Background: an optimization exercise with open tools, aiming at small area. Do not read the settings as production practice.
Only simulation tests tie the RTL to the original design; equivalence was not proved.

==> run a: inputs <==
==> flow/design.v <==
module PrimeCounter(clk, Reset_n, En, Act, Phi, Pnext, TC, P0);
	input clk, Reset_n, En;
	input Act;	 
	input [6:1] Phi;
	output [6:1] Pnext;	 
	output reg TC;
	output reg P0;
	wire wrap = Act & Phi[6] & Phi[4] & Phi[3] & ~Phi[2] & Phi[1] & P0;	 
	wire step = Reset_n & ~wrap & En;
	assign Pnext = step ? {Phi[5:1], P0} : 6'd0;
	always @(posedge clk) begin
		TC <= Reset_n & wrap;
		if (!Reset_n | wrap) P0 <= 1'b0;
		else if (En) P0 <= ~(Phi[6] ^ Phi[2]);
	end
endmodule
module PrimeStateMachine(clk, KEYS, Done, sRST, state, next, F);
	input clk;
	input [3:0] KEYS;
	input Done;
	output reg sRST;
	output reg [1:0] state;
	output reg [1:0] next;
	output reg F;
	reg sKEY;
	always @(*) begin
		next = state;
		if (!sRST) next = 2'b00;
		else case (state)
			2'b00: if (!sKEY) next = 2'b01;
			2'b01: if (!sKEY) next = 2'b11;
			2'b11: if (Done) next = 2'b10;
			default: ;
		endcase
	end
	always @(posedge clk) begin
		sRST <= KEYS[3];
		sKEY <= (next == 2'b00) ? KEYS[0] : KEYS[1];
		state <= next;
		F <= (next == state) & sRST;
	end
endmodule
module SevenSegment(hi, lo, disp0, disp1, disp2, disp3, disp4, disp5);
	input [9:0] hi, lo;
	output [6:0] disp0, disp1, disp2, disp3, disp4, disp5;
	function [3:0] add3(input [3:0] d);
		case (d)
			4'd0: add3 = 4'd0; 4'd1: add3 = 4'd1; 4'd2: add3 = 4'd2; 4'd3: add3 = 4'd3; 4'd4: add3 = 4'd4;
			4'd5: add3 = 4'd8; 4'd6: add3 = 4'd9; 4'd7: add3 = 4'd10; 4'd8: add3 = 4'd11; 4'd9: add3 = 4'd12;
			default: add3 = 4'bxxxx;
		endcase
	endfunction
	wire [9:0] H = hi;
	wire [9:0] L = lo;
	wire [14:0] M = {H, 4'b0} + {H, 3'b0} + L;	 
	wire [4:0] mh = M[14:10];
	wire [10:0] N = {mh, 4'b0} + {mh, 3'b0} + M[9:0];	 
	wire [10:0] Q0 = H + mh;	 
	reg [12:0] dl;
	wire [10:0] Q = Q0 + dl[12];
	reg [11:0] dh;
	integer i, j;
	always @(*) begin
		dl = 13'd0;
		for (i = 10; i >= 0; i = i - 1) begin
			for (j = 0; j < 3; j = j + 1) dl[4*j +: 4] = add3(dl[4*j +: 4]);
			dl = {dl[11:0], N[i]};
		end
		dh = 12'd0;
		for (i = 10; i >= 0; i = i - 1) begin
			for (j = 0; j < 3; j = j + 1) dh[4*j +: 4] = add3(dh[4*j +: 4]);
			dh = {dh[10:0], Q[i]};
		end
	end
	BCD Disp_0(.value(dl[3:0]),   .disp(disp0));
	BCD Disp_1(.value(dl[7:4]),   .disp(disp1));
	BCD Disp_2(.value(dl[11:8]),  .disp(disp2));
	BCD Disp_3(.value(dh[3:0]),   .disp(disp3));
	BCD Disp_4(.value(dh[7:4]),   .disp(disp4));
	BCD Disp_5(.value(dh[11:8]),  .disp(disp5));
endmodule
module BCD(value, disp);
	input [3:0] value;
	output reg [6:0] disp;
	always @(*) begin
		case (value)
			4'd0: disp = 7'b1000000;
			4'd1: disp = 7'b1111001;
			4'd2: disp = 7'b0100100;
			4'd3: disp = 7'b0110000;
			4'd4: disp = 7'b0011001;
			4'd5: disp = 7'b0010010;
			4'd6: disp = 7'b0000010;
			4'd7: disp = 7'b1111000;
			4'd8: disp = 7'b0000000;
			4'd9: disp = 7'b0011000;
			default: disp = 7'bxxxxxxx;
		endcase
	end
endmodule
module primeFinder(clk, SW, KEYS, LEDR, HEX0, HEX1, HEX2, HEX3, HEX4, HEX5);
	input clk;
	input [9:0] SW;
	input [3:0] KEYS;
	output [9:0] LEDR;
	output [6:0] HEX0, HEX1, HEX2, HEX3, HEX4, HEX5;
	wire sRST, F, TC, P0;
	wire [1:0] state, next;
	wire [6:1] Pnext;
	reg [9:0] X, Y, Z;
	wire load_lo = ~state[1] & ~state[0];
	wire load_hi = ~state[1] & state[0];
	wire calc = state[1] & state[0];
	wire show = state[1] & ~state[0];
	wire done = TC & Y[9] & Y[8] & Y[7] & Y[6] & Y[5] & Y[2] & Y[1] & Y[0];
	PrimeStateMachine SM_0(.clk(clk), .KEYS(KEYS), .Done(done), .sRST(sRST), .state(state),
		.next(next), .F(F));
	PrimeCounter CalculationTime(.clk(clk), .Reset_n(KEYS[3]), .En(calc), .Act(state[1]), .Phi(Z[5:0]),
		.Pnext(Pnext), .TC(TC), .P0(P0));
	always @(posedge clk) begin
		Z[9:6] <= SW[9:6];
		Z[5:0] <= next[1] ? Pnext : SW[5:0];
		X <= (load_hi & F) ? Z : show ? 10'd868 : 10'd0;
		if ((load_lo & F) | (load_hi & ~F)) Y <= Z;
		else if ((load_hi & F) | (calc & F & sRST)) Y <= Y + {9'd0, TC};
		else if (show) Y <= 10'd56;
		else Y <= 10'd0;
	end
	assign LEDR[0] = load_lo;
	assign LEDR[1] = load_hi;
	assign LEDR[2] = calc;
	assign LEDR[3] = show;
	assign LEDR[7:4] = 4'b0000;
	assign LEDR[8] = TC;
	assign LEDR[9] = calc;
	SevenSegment Display_0(.hi(X), .lo(Y), .disp0(HEX0), .disp1(HEX1), .disp2(HEX2),
		.disp3(HEX3), .disp4(HEX4), .disp5(HEX5));
endmodule
==> flow/flow/run.sh <==
#!/bin/bash
# Standard synthesis; then the combinational logic is re-mapped for area with a
# few ABC scripts (flip-flops untouched) and the smallest result is kept; then the
# standard layout from floorplan on, with the smallest buffer on the ports, a
# small clock tree and one tie cell for the constant outputs. Each tool's output goes to its own log in this folder.
set -euo pipefail
HERE=$(pwd)
R=$HERE/orfs/results/$FLOW_PLATFORM/primeFinder/base
bash standard.sh synth > std_synth.log 2>&1
cp $R/1_2_yosys.v $HERE/1_2_yosys.std.v
export RS_LIB=$FLOW_HOME/platforms/sky130hd/lib/sky130_fd_sc_hd__tt_025C_1v80.lib
export RS_IN=$HERE/1_2_yosys.std.v
export RS_DONT_USE="$(cat $HERE/flow/dont_use.txt)"
i=0
for s in $HERE/flow/abc*.abc; do
  n=$(basename $s .abc)
  RS_SCRIPT=$s RS_OUT=$HERE/rs_$n.v RS_STAT=$HERE/rs_$n.stat \
    yosys -c $HERE/flow/resynth.tcl > resynth_$n.log 2>&1 &
  i=$((i+1))
  if [ $((i % 4)) -eq 0 ]; then wait; fi
done
wait
best=""; bestarea=""
for s in $HERE/flow/abc*.abc; do
  n=$(basename $s .abc)
  [ -f $HERE/rs_$n.v ] || continue
  a=$(awk '/Chip area/ {print $NF}' $HERE/rs_$n.stat)
  echo "$n $a" >> resynth_areas.txt
  if [ -z "$best" ] || awk -v a=$a -v b=$bestarea 'BEGIN{exit !(a<b)}'; then best=$n; bestarea=$a; fi
done
echo "chosen $best $bestarea" >> resynth_areas.txt
cp $HERE/rs_$best.v $R/1_2_yosys.v
rm -f $R/1_synth.odb $R/1_synth.sdc
bash standard.sh SKIP_REPAIR_TIE_FANOUT=1 BUFFER_PORTS_ARGS="-buffer_cell sky130_fd_sc_hd__buf_1" CTS_ARGS="-sink_clustering_enable -sink_clustering_size 64 -sink_clustering_max_diameter 500 -buf_list sky130_fd_sc_hd__clkbuf_4 -root_buf sky130_fd_sc_hd__clkbuf_4 -dont_use_dummy_load -repair_clock_nets" finish > std_finish.log 2>&1
==> flow/flow/abc1.abc <==
strash
&get -n
&deepsyn -T 10
&put
dch -f
amap
==> flow/flow/abc10.abc <==
strash
&get -n
&deepsyn -T 10 -S 7
&deepsyn -T 10 -S 11
&put
dch -f
amap -m -F 2
==> flow/flow/abc11.abc <==
strash
&get -n
&dc2
&deepsyn -T 10 -S 0
&put
dch -f
amap
==> flow/flow/abc12.abc <==
strash
&get -n
&dc2
&deepsyn -T 10 -S 9
&put
dch -f
amap
==> flow/flow/abc13.abc <==
strash
&get -n
&dc2
&deepsyn -T 10 -S 10
&put
dch -f
amap
==> flow/flow/abc14.abc <==
strash
&get -n
&dc2
&deepsyn -T 10 -S 15
&put
dch -f
amap
==> flow/flow/abc2.abc <==
strash
&get -n
&deepsyn -T 10
&put
dch -f
amap -m -F 2
==> flow/flow/abc3.abc <==
strash
&get -n
&deepsyn -T 10
&deepsyn -T 10 -S 3
&put
dch -f
amap
==> flow/flow/abc4.abc <==
strash
&get -n
&deepsyn -T 10
&deepsyn -T 10 -S 3
&put
dch -f
amap -m -F 2
==> flow/flow/abc5.abc <==
strash
&get -n
&deepsyn -T 10 -S 3
&deepsyn -T 10 -S 5
&put
dch -f
amap
==> flow/flow/abc6.abc <==
strash
&get -n
&deepsyn -T 10 -S 3
&deepsyn -T 10 -S 5
&put
dch -f
amap -m -F 2
==> flow/flow/abc7.abc <==
strash
&get -n
&deepsyn -T 10 -S 1
&put
dch -f
amap
==> flow/flow/abc8.abc <==
strash
&get -n
&deepsyn -T 10 -S 1
&put
dch -f
amap -m -F 2
==> flow/flow/abc9.abc <==
strash
&get -n
&deepsyn -T 10 -S 7
&deepsyn -T 10 -S 11
&put
dch -f
amap
==> flow/flow/dont_use.txt <==
sky130_fd_sc_hd__lpflow_bleeder_1 sky130_fd_sc_hd__lpflow_clkbufkapwr_1 sky130_fd_sc_hd__lpflow_clkbufkapwr_16 sky130_fd_sc_hd__lpflow_clkbufkapwr_2 sky130_fd_sc_hd__lpflow_clkbufkapwr_4 sky130_fd_sc_hd__lpflow_clkbufkapwr_8 sky130_fd_sc_hd__lpflow_clkinvkapwr_1 sky130_fd_sc_hd__lpflow_clkinvkapwr_16 sky130_fd_sc_hd__lpflow_clkinvkapwr_2 sky130_fd_sc_hd__lpflow_clkinvkapwr_4 sky130_fd_sc_hd__lpflow_clkinvkapwr_8 sky130_fd_sc_hd__lpflow_decapkapwr_12 sky130_fd_sc_hd__lpflow_decapkapwr_3 sky130_fd_sc_hd__lpflow_decapkapwr_4 sky130_fd_sc_hd__lpflow_decapkapwr_6 sky130_fd_sc_hd__lpflow_decapkapwr_8 sky130_fd_sc_hd__lpflow_inputiso0n_1 sky130_fd_sc_hd__lpflow_inputiso0p_1 sky130_fd_sc_hd__lpflow_inputiso1n_1 sky130_fd_sc_hd__lpflow_inputiso1p_1 sky130_fd_sc_hd__lpflow_inputisolatch_1 sky130_fd_sc_hd__lpflow_isobufsrc_1 sky130_fd_sc_hd__lpflow_isobufsrc_16 sky130_fd_sc_hd__lpflow_isobufsrc_2 sky130_fd_sc_hd__lpflow_isobufsrc_4 sky130_fd_sc_hd__lpflow_isobufsrc_8 sky130_fd_sc_hd__lpflow_isobufsrckapwr_16 sky130_fd_sc_hd__lpflow_lsbuf_lh_hl_isowell_tap_1 sky130_fd_sc_hd__lpflow_lsbuf_lh_hl_isowell_tap_2 sky130_fd_sc_hd__lpflow_lsbuf_lh_hl_isowell_tap_4 sky130_fd_sc_hd__lpflow_lsbuf_lh_isowell_4 sky130_fd_sc_hd__lpflow_lsbuf_lh_isowell_tap_1 sky130_fd_sc_hd__lpflow_lsbuf_lh_isowell_tap_2 sky130_fd_sc_hd__lpflow_lsbuf_lh_isowell_tap_4 sky130_fd_sc_hd__probe_p_8 sky130_fd_sc_hd__probec_p_8
==> flow/flow/resynth.tcl <==
# Re-map the combinational logic of a synthesized netlist for area; flip-flops kept as they are.
yosys -import
set lib $::env(RS_LIB)
set script $::env(RS_SCRIPT)
read_liberty -ignore_miss_func $lib
read_verilog $::env(RS_IN)
hierarchy -top primeFinder
# keep every flip-flop cell as it is (same instance, name and cell type)
foreach m [list sky130_fd_sc_hd__dfxtp_1 sky130_fd_sc_hd__dfxtp_2 sky130_fd_sc_hd__dfxtp_4 sky130_fd_sc_hd__edfxtp_1 sky130_fd_sc_hd__dfrtp_1 sky130_fd_sc_hd__dfstp_1] { if {[llength [tee -q -s result.string select -list =$m]]} { blackbox =$m } }
flatten
hierarchy -top primeFinder
opt -purge
set du {}
foreach c $::env(RS_DONT_USE) { lappend du -dont_use $c }
abc -script $script -liberty $lib {*}$du
opt_clean -purge
read_liberty -lib -overwrite $lib
hilomap -singleton -hicell sky130_fd_sc_hd__conb_1 HI -locell sky130_fd_sc_hd__conb_1 LO
splitnets
opt_clean -purge
tee -o $::env(RS_STAT) stat -liberty $lib
check -assert
write_verilog -noattr -nohex -nodec $::env(RS_OUT)
==> flow/standard.sh <==
#!/bin/bash
# synth_recipe.tcl (not shown) runs the flow's synth.tcl, then flattens the netlist and writes it again
# the make line also repeats each setting of config.mk as NAME=value (left out here)
make -C /OpenROAD-flow-scripts/flow DESIGN_CONFIG=/design/flow/config.mk WORK_HOME=/design/flow/orfs CLKGATE_MAP_FILE= SYNTH_SCRIPT=/design/flow/synth_recipe.tcl "${@:-finish}"
==> flow/config.mk <==
export PLATFORM = sky130hd
export DESIGN_NAME = primeFinder
export DESIGN_NICKNAME = primeFinder
export VERILOG_FILES = /design/flow/design.v
export SDC_FILE = /design/flow/constraint.sdc
export NUM_CORES = 4
export LEC_CHECK = 0
export ABC_AREA = 1
export ABC_CLOCK_PERIOD_IN_PS = 25000
export CAP_MARGIN = 20
export CORE_MARGIN = 2
export CORE_UTILIZATION = 65
export PLACE_DENSITY = 0.75
export SLEW_MARGIN = 20
==> flow/constraint.sdc <==
create_clock -name core_clock -period 25.0 [get_ports {clk}]
set_input_delay 5.0000 -clock core_clock [delete_from_list [all_inputs] [get_ports {clk}]]
set_output_delay 5.0000 -clock core_clock [all_outputs]
set_load 0.01 [all_outputs]
==> run b: changes against run a <==
--- a/flow/design.v
+++ b/flow/design.v
@@ -10,7 +10,14 @@
 	assign Pnext = step ? {Phi[5:1], P0} : 6'd0;
 	always @(posedge clk) begin
-		TC <= Reset_n & wrap;
-		if (!Reset_n | wrap) P0 <= 1'b0;
-		else if (En) P0 <= ~(Phi[6] ^ Phi[2]);
+		if (!Reset_n) begin
+			P0 <= 1'b0;
+			TC <= 1'b0;
+		end else if (wrap) begin
+			P0 <= 1'b0;
+			TC <= 1'b1;
+		end else if (En) begin
+			P0 <= ~(Phi[6] ^ Phi[2]);
+			TC <= 1'b0;
+		end
 	end
 endmodule
@@ -122,8 +129,8 @@
 		Z[5:0] <= next[1] ? Pnext : SW[5:0];
 		X <= (load_hi & F) ? Z : show ? 10'd868 : 10'd0;
-		if ((load_lo & F) | (load_hi & ~F)) Y <= Z;
-		else if ((load_hi & F) | (calc & F & sRST)) Y <= Y + {9'd0, TC};
+		if (load_lo) Y <= F ? Z : 10'd0;
+		else if (load_hi & ~F) Y <= Z;
+		else if (calc) Y <= (F & sRST) ? Y + {9'd0, TC} : 10'd0;
 		else if (show) Y <= 10'd56;
-		else Y <= 10'd0;
 	end
 	assign LEDR[0] = load_lo;
==> flow/flow/run.sh (replaced) <==
#!/bin/bash
# Standard synthesis, then the combinational logic is re-mapped for area
# (flip-flops untouched), then the standard layout from floorplan on, with
# the smallest buffer on the ports. Each tool's output goes to its own log here.
set -euo pipefail
HERE=$(pwd)
R=$HERE/orfs/results/$FLOW_PLATFORM/primeFinder/base
bash standard.sh synth > std_synth.log 2>&1
cp $R/1_2_yosys.v $HERE/1_2_yosys.std.v
export RS_LIB=$FLOW_HOME/platforms/sky130hd/lib/sky130_fd_sc_hd__tt_025C_1v80.lib
export RS_SCRIPT=$HERE/flow/area.abc
export RS_IN=$HERE/1_2_yosys.std.v
export RS_OUT=$HERE/1_2_yosys.rs.v
export RS_STAT=$HERE/resynth_stat.txt
export RS_DONT_USE="$(cat $HERE/flow/dont_use.txt)"
yosys -c $HERE/flow/resynth.tcl > resynth.log 2>&1
cp $RS_OUT $R/1_2_yosys.v
rm -f $R/1_synth.odb $R/1_synth.sdc
bash standard.sh BUFFER_PORTS_ARGS="-buffer_cell sky130_fd_sc_hd__buf_1" CTS_ARGS="-sink_clustering_enable -sink_clustering_size 64 -sink_clustering_max_diameter 500 -buf_list sky130_fd_sc_hd__clkbuf_4 -root_buf sky130_fd_sc_hd__clkbuf_4 -dont_use_dummy_load -repair_clock_nets" finish > std_finish.log 2>&1
==> flow/flow/area.abc (new file) <==
strash
&get -n
&deepsyn -T 60
&put
dch -f
amap
--- a/flow/config.mk
+++ b/flow/config.mk
@@ -10,5 +10,4 @@
 export CAP_MARGIN = 20
 export CORE_MARGIN = 2
-export CORE_UTILIZATION = 65
-export PLACE_DENSITY = 0.75
+export CORE_UTILIZATION = 40
 export SLEW_MARGIN = 20
removed: flow/flow/abc1.abc
removed: flow/flow/abc10.abc
removed: flow/flow/abc11.abc
removed: flow/flow/abc12.abc
removed: flow/flow/abc13.abc
removed: flow/flow/abc14.abc
removed: flow/flow/abc2.abc
removed: flow/flow/abc3.abc
removed: flow/flow/abc4.abc
removed: flow/flow/abc5.abc
removed: flow/flow/abc6.abc
removed: flow/flow/abc7.abc
removed: flow/flow/abc8.abc
removed: flow/flow/abc9.abc
==> run c: changes against run a <==
--- a/flow/design.v
+++ b/flow/design.v
@@ -1,19 +1,21 @@
-module PrimeCounter(clk, Reset_n, En, Act, Phi, Pnext, TC, P0);
+module PrimeCounter(clk, Reset_n, En, TC);
 	input clk, Reset_n, En;
-	input Act;	 
-	input [6:1] Phi;
-	output [6:1] Pnext;	 
 	output reg TC;
-	output reg P0;
-	wire wrap = Act & Phi[6] & Phi[4] & Phi[3] & ~Phi[2] & Phi[1] & P0;	 
-	wire step = Reset_n & ~wrap & En;
-	assign Pnext = step ? {Phi[5:1], P0} : 6'd0;
+	reg [6:0] P;
+	wire wrap = P[6] & P[5] & P[1] & P[0];	 
 	always @(posedge clk) begin
-		TC <= Reset_n & wrap;
-		if (!Reset_n | wrap) P0 <= 1'b0;
-		else if (En) P0 <= ~(Phi[6] ^ Phi[2]);
+		if (!Reset_n) begin
+			P <= 7'd0;
+			TC <= 1'b0;
+		end else if (wrap) begin
+			P <= 7'd0;
+			TC <= 1'b1;
+		end else if (En) begin
+			P <= P + 7'd1;
+			TC <= 1'b0;
+		end
 	end
 endmodule
-module PrimeStateMachine(clk, KEYS, Done, sRST, state, next, F);
+module PrimeStateMachine(clk, KEYS, Done, sRST, state, F);
 	input clk;
 	input [3:0] KEYS;
@@ -21,7 +23,7 @@
 	output reg sRST;
 	output reg [1:0] state;
-	output reg [1:0] next;
 	output reg F;
 	reg sKEY;
+	reg [1:0] next;
 	always @(*) begin
 		next = state;
@@ -38,5 +40,5 @@
 		sKEY <= (next == 2'b00) ? KEYS[0] : KEYS[1];
 		state <= next;
-		F <= (next == state) & sRST;
+		F <= (next == state);
 	end
 endmodule
@@ -105,7 +107,6 @@
 	output [9:0] LEDR;
 	output [6:0] HEX0, HEX1, HEX2, HEX3, HEX4, HEX5;
-	wire sRST, F, TC, P0;
-	wire [1:0] state, next;
-	wire [6:1] Pnext;
+	wire sRST, F, TC;
+	wire [1:0] state;
 	reg [9:0] X, Y, Z;
 	wire load_lo = ~state[1] & ~state[0];
@@ -114,16 +115,12 @@
 	wire show = state[1] & ~state[0];
 	wire done = TC & Y[9] & Y[8] & Y[7] & Y[6] & Y[5] & Y[2] & Y[1] & Y[0];
-	PrimeStateMachine SM_0(.clk(clk), .KEYS(KEYS), .Done(done), .sRST(sRST), .state(state),
-		.next(next), .F(F));
-	PrimeCounter CalculationTime(.clk(clk), .Reset_n(KEYS[3]), .En(calc), .Act(state[1]), .Phi(Z[5:0]),
-		.Pnext(Pnext), .TC(TC), .P0(P0));
+	PrimeStateMachine SM_0(.clk(clk), .KEYS(KEYS), .Done(done), .sRST(sRST), .state(state), .F(F));
+	PrimeCounter CalculationTime(.clk(clk), .Reset_n(KEYS[3]), .En(calc), .TC(TC));
 	always @(posedge clk) begin
-		Z[9:6] <= SW[9:6];
-		Z[5:0] <= next[1] ? Pnext : SW[5:0];
+		Z <= sRST ? SW : 10'd0;
 		X <= (load_hi & F) ? Z : show ? 10'd868 : 10'd0;
-		if ((load_lo & F) | (load_hi & ~F)) Y <= Z;
-		else if ((load_hi & F) | (calc & F & sRST)) Y <= Y + {9'd0, TC};
+		if (load_lo | (load_hi & ~F)) Y <= Z;
+		else if (calc) Y <= (F & sRST) ? Y + {9'd0, TC} : 10'd0;
 		else if (show) Y <= 10'd56;
-		else Y <= 10'd0;
 	end
 	assign LEDR[0] = load_lo;
==> flow/flow/run.sh (replaced) <==
#!/bin/bash
# Standard synthesis, then the combinational logic is re-mapped for area
# (flip-flops untouched), then the standard layout from floorplan on, with
# the smallest buffer on the ports. Each tool's output goes to its own log here.
set -euo pipefail
HERE=$(pwd)
R=$HERE/orfs/results/$FLOW_PLATFORM/primeFinder/base
bash standard.sh synth > std_synth.log 2>&1
cp $R/1_2_yosys.v $HERE/1_2_yosys.std.v
export RS_LIB=$FLOW_HOME/platforms/sky130hd/lib/sky130_fd_sc_hd__tt_025C_1v80.lib
export RS_SCRIPT=$HERE/flow/area.abc
export RS_IN=$HERE/1_2_yosys.std.v
export RS_OUT=$HERE/1_2_yosys.rs.v
export RS_STAT=$HERE/resynth_stat.txt
export RS_DONT_USE="$(cat $HERE/flow/dont_use.txt)"
yosys -c $HERE/flow/resynth.tcl > resynth.log 2>&1
cp $RS_OUT $R/1_2_yosys.v
rm -f $R/1_synth.odb $R/1_synth.sdc
bash standard.sh BUFFER_PORTS_ARGS="-buffer_cell sky130_fd_sc_hd__buf_1" CTS_ARGS="-sink_clustering_enable -sink_clustering_size 64 -sink_clustering_max_diameter 500 -buf_list sky130_fd_sc_hd__clkbuf_4 -root_buf sky130_fd_sc_hd__clkbuf_4 -dont_use_dummy_load -repair_clock_nets" finish > std_finish.log 2>&1
==> flow/flow/area.abc (new file) <==
strash
&get -n
&deepsyn -T 60
&put
dch -f
amap
--- a/flow/config.mk
+++ b/flow/config.mk
@@ -10,5 +10,4 @@
 export CAP_MARGIN = 20
 export CORE_MARGIN = 2
-export CORE_UTILIZATION = 65
-export PLACE_DENSITY = 0.75
+export CORE_UTILIZATION = 40
 export SLEW_MARGIN = 20
removed: flow/flow/abc1.abc
removed: flow/flow/abc10.abc
removed: flow/flow/abc11.abc
removed: flow/flow/abc12.abc
removed: flow/flow/abc13.abc
removed: flow/flow/abc14.abc
removed: flow/flow/abc2.abc
removed: flow/flow/abc3.abc
removed: flow/flow/abc4.abc
removed: flow/flow/abc5.abc
removed: flow/flow/abc6.abc
removed: flow/flow/abc7.abc
removed: flow/flow/abc8.abc
removed: flow/flow/abc9.abc
==> run d: changes against run a <==
removed: flow/flow/abc11.abc
removed: flow/flow/abc12.abc
removed: flow/flow/abc13.abc
removed: flow/flow/abc14.abc
==> implementation parameters <==
Parameter                              Value

Placed design
  Placed instance count ... 729

Layout
  Non-clk invs ... 95
  FFs & Latches ... 37
  Highest-count cells in the layout ignoring fill and taps ... nor2_1, clkinv_1, o21ai_0, nand2_1, buf_1
  Proportion of final cell area spent on non-clock buffers ... 0.0612

Route
  Total via count in the routed design ... ~4200

STA
  Relative max-transition margin ... 0.310

Critical path
  Minimum setup slack among reg-to-reg paths ... 22.79 ns

Outcome
  Run status ... complete, no violations
-- figures above: run a

==> implementation parameters <==
Parameter                              Value

Outcome
  Run status ... complete, no violations

Layout
  FFs & Latches ... 37
  Highest-count cells in the layout ignoring fill and taps ... nor2_1, clkinv_1, o21ai_0, nand2_1, buf_1
  Proportion of final cell area spent on non-clock buffers ... 0.0612

Placed design
  Placed instance count ... 729

Critical path
  Minimum setup slack among reg-to-reg paths ... between 20 and 25 ns

Route
  Total via count in the routed design ... around 4200
-- figures above: run d

==> implementation parameters <==
Parameter                              Value

Layout
  Non-clk invs ... 90
  Highest-count cells in the layout ignoring fill and taps ... nor2_1, clkinv_1, o21ai_0, nand2_1, buf_1
  Proportion of final cell area spent on non-clock buffers ... 0.0551
  FFs & Latches ... 43

STA
  Max Freq ... 47.5 MHz
  Relative max-transition margin ... 0.505

Outcome
  Run status ... complete, no violations

Placed design
  Placed instance count ... 797

Route
  Total via count in the routed design ... between 4000 and 5000
-- figures above: run c

==> implementation parameters <==
Parameter                              Value

Critical path
  Minimum setup slack among reg-to-reg paths ... 22.47 ns

Layout
  Proportion of final cell area spent on non-clock buffers ... 0.0589
  Highest-count cells in the layout ignoring fill and taps ... nor2_1, clkinv_1, o21ai_0, nand2_1, buf_1

Route
  Total via count in the routed design ... between 4000 and 5000

Placed design
  Placed instance count ... 785

STA
  Minimum clock period after layout ... 20.22 ns
  Relative max-transition margin ... 0.479

Outcome
  Run status ... complete, no violations
-- figures above: run b

==> what the ideal ports hide <==
In the flow no input, the clock included, has a driving cell. The finished layouts below were timed again as built, in two steps. Step 1 (the two cells are an assumption about what drives the block):
set clk [get_ports {clk}]
set_driving_cell -lib_cell sky130_fd_sc_hd__clkbuf_16 $clk
set_driving_cell -lib_cell sky130_fd_sc_hd__buf_2 [delete_from_list [all_inputs] $clk]
Step 2 adds t to the input delays and takes it off the output delays; t is the mean of the earliest and latest rising clock arrival at the registers after step 1. Input paths then give back, and output paths get back, about the clock's delay inside the block. Slacks: ideal ports / drivers / drivers and shift; pairs: ideal ports / drivers.
run | t, ns | setup WS [ns] | hold slack, ns | worst setup path at the end | latest minus earliest clock arrival (ns)
run a | 0.358 | 4.267 / 4.244 / 4.602 | 0.401 / 0.401 / 0.401 | register to output | 0.022 / 0.022
run b | 0.354 | 4.776 / 4.753 / 5.107 | 0.400 / 0.400 / 0.400 | register to output | 0.027 / 0.027
run c | 0.361 | 3.925 / 3.902 / 4.263 | 0.437 / 0.437 / 0.437 | register to output | 0.010 / 0.010
run d | 0.358 | 4.267 / 4.244 / 4.602 | 0.401 / 0.401 / 0.401 | register to output | 0.022 / 0.022
After both steps every run listed still meets setup and hold.
